This design comes from an exercise in tuning for small area and a short achievable clock period on the open sky130 flow, not from production work.
At most, simulation tests tie the RTL to the original design; equivalence was not proved.

Setup of MS:
==> flow/design.v (excerpt) <==
module processor_top (
    input wire clk,
    input wire resetn,
    input wire [15:0] instruction_input,
    input wire mem_write,
    output wire [15:0] PC_out
);
    integer i;
    function [14:0] encode(input [15:0] ins);
        reg [2:0] cls;
        reg [3:0] sub;
        begin
            case (ins[15:12])
                4'b0101: cls = 3'b000;
                4'b0001: cls = 3'b001;
                4'b0010: cls = 3'b010;
                4'b0011: cls = 3'b011;
                4'b1001: cls = 3'b100;
                4'b1101: cls = 3'b101;
                4'b1111: cls = 3'b110;
                default: cls = 3'b111;
            endcase
            case (ins[15:12])
                4'b0000:
                    case (ins[7:4])
                        4'b0101: sub = 4'b0000;
                        4'b1001: sub = 4'b0001;
                        4'b0001: sub = 4'b0010;
                        4'b0011: sub = 4'b0100;
                        4'b1101: sub = 4'b0101;
                        4'b1011: sub = 4'b1110;
                        default: sub = 4'b0011;
                    endcase
                4'b1000:
                    case (ins[7:4])
                        4'b0000: sub = 4'b0111;
                        4'b0001: sub = 4'b1000;
                        default: sub = 4'b0110;
                    endcase
                4'b0100:
                    case (ins[7:4])
                        4'b0000: sub = 4'b1001;
                        4'b0100: sub = 4'b1010;
                        4'b1000: sub = 4'b1011;
                        4'b1100: sub = 4'b1100;
                        default: sub = 4'b1110;
                    endcase
                4'b1100: sub = 4'b1101;
                default: sub = 4'b1110;
  ...
Size in the first run: ~3500 cells after synthesis, ~1300 flip-flops.
==> module processor_top, before the edit <==
module processor_top (
    input wire clk,
    input wire resetn,
    input wire [15:0] instruction_input,
    input wire mem_write,
    output wire [15:0] PC_out
);
    integer i;
    function [14:0] encode(input [15:0] ins);
        reg [2:0] cls;
        reg [3:0] sub;
        begin
            case (ins[15:12])
                4'b0101: cls = 3'b000;
                4'b0001: cls = 3'b001;
                4'b0010: cls = 3'b010;
                4'b0011: cls = 3'b011;
                4'b1001: cls = 3'b100;
                4'b1101: cls = 3'b101;
                4'b1111: cls = 3'b110;
                default: cls = 3'b111;
            endcase
            case (ins[15:12])
                4'b0000:
                    case (ins[7:4])
                        4'b0101: sub = 4'b0000;
                        4'b1001: sub = 4'b0001;
                        4'b0001: sub = 4'b0010;
                        4'b0011: sub = 4'b0100;
                        4'b1101: sub = 4'b0101;
                        4'b1011: sub = 4'b1110;
                        default: sub = 4'b0011;
                    endcase
                4'b1000:
                    case (ins[7:4])
                        4'b0000: sub = 4'b0111;
                        4'b0001: sub = 4'b1000;
                        default: sub = 4'b0110;
                    endcase
                4'b0100:
                    case (ins[7:4])
                        4'b0000: sub = 4'b1001;
                        4'b0100: sub = 4'b1010;
                        4'b1000: sub = 4'b1011;
                        4'b1100: sub = 4'b1100;
                        default: sub = 4'b1110;
                    endcase
                4'b1100: sub = 4'b1101;
                default: sub = 4'b1110;
            endcase
            encode = {cls, ins[11:8], (cls == 3'b111) ? sub : ins[7:4], ins[3:0]};
        end
    endfunction
    reg st_e, st_w;                  
    wire st_f = ~st_e & ~st_w;
    always @(posedge clk or negedge resetn) begin
        if (!resetn) begin
            st_e <= 1'b0;
            st_w <= 1'b0;
        end else begin
            st_e <= st_f;
            st_w <= st_e;
        end
    end
    reg  [15:0] pc;
    wire [15:0] pc_next;
    wire        pc_en;
    always @(posedge clk or negedge resetn) begin
        if (!resetn)
            pc <= 16'd0;
        else if (pc_en)
            pc <= pc_next;
    end
    assign PC_out = pc;
    reg [14:0] imem [0:31];
    reg [4:0]  ra;
    wire [14:0] wenc = encode(instruction_input);
    always @(posedge clk) begin
        for (i = 0; i < 32; i = i + 1)
            if (mem_write && pc[4:0] == i)
                imem[i] <= wenc;
    end
    always @(posedge clk or negedge resetn) begin
        if (!resetn)
            ra <= 5'd0;
        else
            ra <= pc[4:0];
    end
    reg [14:0] imem_q;
    always @(*) begin
        imem_q = 15'd0;
        for (i = 0; i < 32; i = i + 1)
            imem_q = imem_q | ({15{ra == i}} & imem[i]);
    end
    reg  [14:0] ir;
    always @(posedge clk) begin
        if (st_f)
            ir <= imem_q;
    end
    wire [2:0] cls = ir[14:12];
    wire [3:0] sop = ir[7:4];
    wire [3:0] rd  = ir[11:8];
    wire [3:0] rs  = ir[3:0];
    wire       oth = (cls == 3'b111);
    wire is_sub  = (cls == 3'b100) | (oth & sop == 4'b0001);
    wire is_sext = (cls == 3'b000) | (cls == 3'b100);
    wire is_lui  = (cls == 3'b110);
    wire is_lshi = oth & (sop == 4'b0111 | sop == 4'b1000);
    wire c_sum   = (cls == 3'b000) | (cls == 3'b100) | (oth & (sop == 4'b0000 | sop == 4'b0001));
    wire c_and   = (cls == 3'b001) | (oth & sop == 4'b0010);
    wire c_or    = (cls == 3'b010) | (oth & sop == 4'b0011);
    wire c_xor   = (cls == 3'b011) | (oth & sop == 4'b0100);
    wire c_pass  = (cls == 3'b101) | is_lui | (oth & sop == 4'b0101);
    wire c_sh    = oth & (sop == 4'b0110 | sop == 4'b0111 | sop == 4'b1000);
    wire c_ld    = oth & (sop == 4'b1001);
    wire wen     = c_sum | c_and | c_xor | c_pass | c_sh | c_ld | c_or;
    reg [15:0] rf [0:15];
    reg [15:0] rv;
    wire [15:0] wd;
    reg         wen_q;
    always @(posedge clk or negedge resetn) begin
        if (!resetn)
            wen_q <= 1'b0;
        else
            wen_q <= st_e & wen;
    end
    wire        rf_we = wen_q;
    always @(posedge clk) begin
        for (i = 0; i < 16; i = i + 1)
            if (rf_we && rd == i)
                rf[i] <= wd;
    end
    always @(posedge clk or negedge resetn) begin
        if (!resetn)
            rv <= 16'd0;
        else
            for (i = 0; i < 16; i = i + 1)
                if (rf_we && rd == i)
                    rv[i] <= 1'b1;
    end
    reg [15:0] rdat_d, rdat_s;
    always @(*) begin
        rdat_d = 16'd0;
        rdat_s = 16'd0;
        for (i = 0; i < 16; i = i + 1) begin
            rdat_d = rdat_d | ({16{rd == i && rv[i]}} & rf[i]);
            rdat_s = rdat_s | ({16{rs == i && rv[i]}} & rf[i]);
        end
    end
    reg [15:0] A, B;
    reg        sub_q;                
    wire [15:0] yimm = is_lui  ? {ir[7:0], 8'h00} :
                       is_lshi ? {11'd0, sop[3], ir[3:0]} :
                                 {{8{is_sext & ir[7]}}, ir[7:0]};
    wire        use_imm = ~oth | is_lshi;
    wire [15:0] y = use_imm ? yimm : rdat_s;
    always @(posedge clk) begin
        A <= rdat_d;
        B <= is_sub ? ~y : y;
        sub_q <= is_sub;
    end
    reg [15:0] dmem [0:31];
    reg        sp;                   
    always @(posedge clk) begin
        sp <= st_e & oth & (sop == 4'b1010);
        for (i = 0; i < 32; i = i + 1)
            if (sp && B[4:0] == i)
                dmem[i] <= A;
    end
    reg [15:0] mdata;
    always @(*) begin
        mdata = 16'd0;
        for (i = 0; i < 32; i = i + 1)
            mdata = mdata | ({16{B[4:0] == i}} & dmem[i]);
    end
    wire z = ~|(A | B);
    reg  taken;
    always @(*) begin
        case (rd)
            4'd0, 4'd13: taken = z;
            4'd1, 4'd12: taken = ~z;
            4'd3, 4'd5, 4'd7, 4'd9, 4'd10, 4'd14: taken = 1'b1;
            default: taken = 1'b0;
        endcase
    end
    wire is_jal = oth & (sop == 4'b1011);
    wire is_jc  = oth & (sop == 4'b1100);
    wire is_bc  = oth & (sop == 4'b1101);
    wire jump   = is_jal | (is_jc & taken);
    wire inc    = ~(is_bc & taken) | ir[0];
    wire [15:0] pc_inc = pc + 16'd1;
    assign pc_en   = st_w & (jump | inc);
    assign pc_next = jump ? B : pc_inc;
    wire [16:0] sum1 = {A, 1'b1} + {B, sub_q};
    wire [15:0] sum  = sum1[16:1];
    wire [15:0] rot0 = B[0] ? {A[14:0],    A[15]}    : A;
    wire [15:0] rot1 = B[1] ? {rot0[13:0], rot0[15:14]} : rot0;
    wire [15:0] rot2 = B[2] ? {rot1[11:0], rot1[15:12]} : rot1;
    wire [15:0] rot3 = B[3] ? {rot2[7:0],  rot2[15:8]}  : rot2;
    reg  [15:0] shv;
    always @(*) begin
        for (i = 0; i < 16; i = i + 1)
            shv[i] = rot3[i] & (B[4] ^ (i >= B[3:0]));
    end
    assign wd = ({16{c_sum}}  & sum)      |
                ({16{c_and}}  & (A & B))  |
                ({16{c_or}}   & (A | B))  |
                ({16{c_xor}}  & (A ^ B))  |
                ({16{c_pass}} & B)        |
                ({16{c_sh}}   & shv)        |
                ({16{c_ld}}   & mdata);
endmodule
clock: 15.0 ns
lec_check: 0
cap_margin: 20
core_margin: 2
core_utilization: 60
place_density: 0.66
slew_margin: 20
standard.sh (not shown) runs the stock make flow with config.mk's settings and CLKGATE_MAP_FILE= SYNTH_SCRIPT=/design/flow/synth_recipe.tcl, a recipe that flattens the netlist after the stock synthesis.
==> flow/flow/run.sh <==
#!/bin/bash
# The standard layout (the standard.sh: ORFS synthesis through finish), with timing repair
# asked to keep more setup slack than the clock period needs, so that it also shortens the paths
# that already meet the clock, and clock tree synthesis with larger sink clusters and without
# dummy loads. The clock, constraints and everything else are the standard flow's.
set -euo pipefail
bash standard.sh SETUP_SLACK_MARGIN=10.75 \
  "CTS_ARGS=-sink_clustering_enable -repair_clock_nets -dont_use_dummy_load -sink_clustering_size 36 -sink_clustering_max_diameter 65" \
  finish > make_finish.log 2>&1
Here is what was changed in the inputs of JK compared with MS.
--- a/flow/design.v
+++ b/flow/design.v
@@ -65,11 +65,10 @@
     end
     reg  [15:0] pc;
     wire [15:0] pc_next;
-    wire        pc_en;
     always @(posedge clk or negedge resetn) begin
         if (!resetn)
             pc <= 16'd0;
-        else if (pc_en)
+        else if (st_w)
             pc <= pc_next;
     end
     assign PC_out = pc;
@@ -190,24 +189,15 @@
     wire jump   = is_jal | (is_jc & taken);
     wire inc    = ~(is_bc & taken) | ir[0];
     wire [15:0] pc_inc = pc + 16'd1;
-    assign pc_en   = st_w & (jump | inc);
-    assign pc_next = jump ? B : pc_inc;
+    assign pc_next = jump ? B : (inc ? pc_inc : pc);
     wire [16:0] sum1 = {A, 1'b1} + {B, sub_q};
     wire [15:0] sum  = sum1[16:1];
-    wire [15:0] rot0 = B[0] ? {A[14:0],    A[15]}    : A;
-    wire [15:0] rot1 = B[1] ? {rot0[13:0], rot0[15:14]} : rot0;
-    wire [15:0] rot2 = B[2] ? {rot1[11:0], rot1[15:12]} : rot1;
-    wire [15:0] rot3 = B[3] ? {rot2[7:0],  rot2[15:8]}  : rot2;
-    reg  [15:0] shv;
-    always @(*) begin
-        for (i = 0; i < 16; i = i + 1)
-            shv[i] = rot3[i] & (B[4] ^ (i >= B[3:0]));
-    end
+    wire [31:0] shx = {16'd0, A} << {~B[4], B[3:0]};
     assign wd = ({16{c_sum}}  & sum)      |
                 ({16{c_and}}  & (A & B))  |
                 ({16{c_or}}   & (A | B))  |
                 ({16{c_xor}}  & (A ^ B))  |
                 ({16{c_pass}} & B)        |
-                ({16{c_sh}}   & shv)        |
+                ({16{c_sh}}   & shx[31:16]) |
                 ({16{c_ld}}   & mdata);
 endmodule
Notes after the runs:
- JK: done, clean on timing, DRC and antenna
- Delta (JK minus MS): placement-stage worst setup slack increased by 95 ps relative to the old numbers; design area closely matched the old numbers; final RePlAce weighted congestion closely matched the old numbers; post-synthesis adder-cell area fraction closely matched the old numbers.
- Compared JK vs MS, and distinct cell type count after synthesis is up in JK.
- Compared with MS, in JK final design utilization neither gained nor lost much, timing-limited maximum frequency shrank by about 0.75%, final critical delay including setup and external delays increased by 32 ps relative to the old numbers, global-route wire length before repair lost about 3.7%, synthesized cell count about even.
Only the layout flow was run in MS; the RTL was not checked for function there.

[what the ideal ports hide]
How much do the figures lean on ideal ports? The routed layouts below were timed once more, with nothing changed but the port constraints.
Step 1, drivers: a clkbuf_16 drives clk and a buf_2 each remaining input, both assumed.
Step 2 times the ports against the registers' clock, not the clock port: input delays grow and output delays shrink by t, the midpoint of the rising clock arrivals with the driver on.
a / b / c = no drivers / after step 1 / after step 2; a / b = the first two.
run	shift t [ns]	setup WS [ns]	hold slack, ns	pins driven straight from the clock port
MS	0.702	10.733 / 10.662 / 9.970	0.460 / 0.460 / 0.460	1
JK	0.691	10.700 / 10.666 / 10.007	0.484 / 0.484 / 0.484	1
After both steps setup and hold are still met in every run listed. The setup slack of MS, which loses most, moves by -0.071 ns with the drivers and by -0.763 ns with both steps.
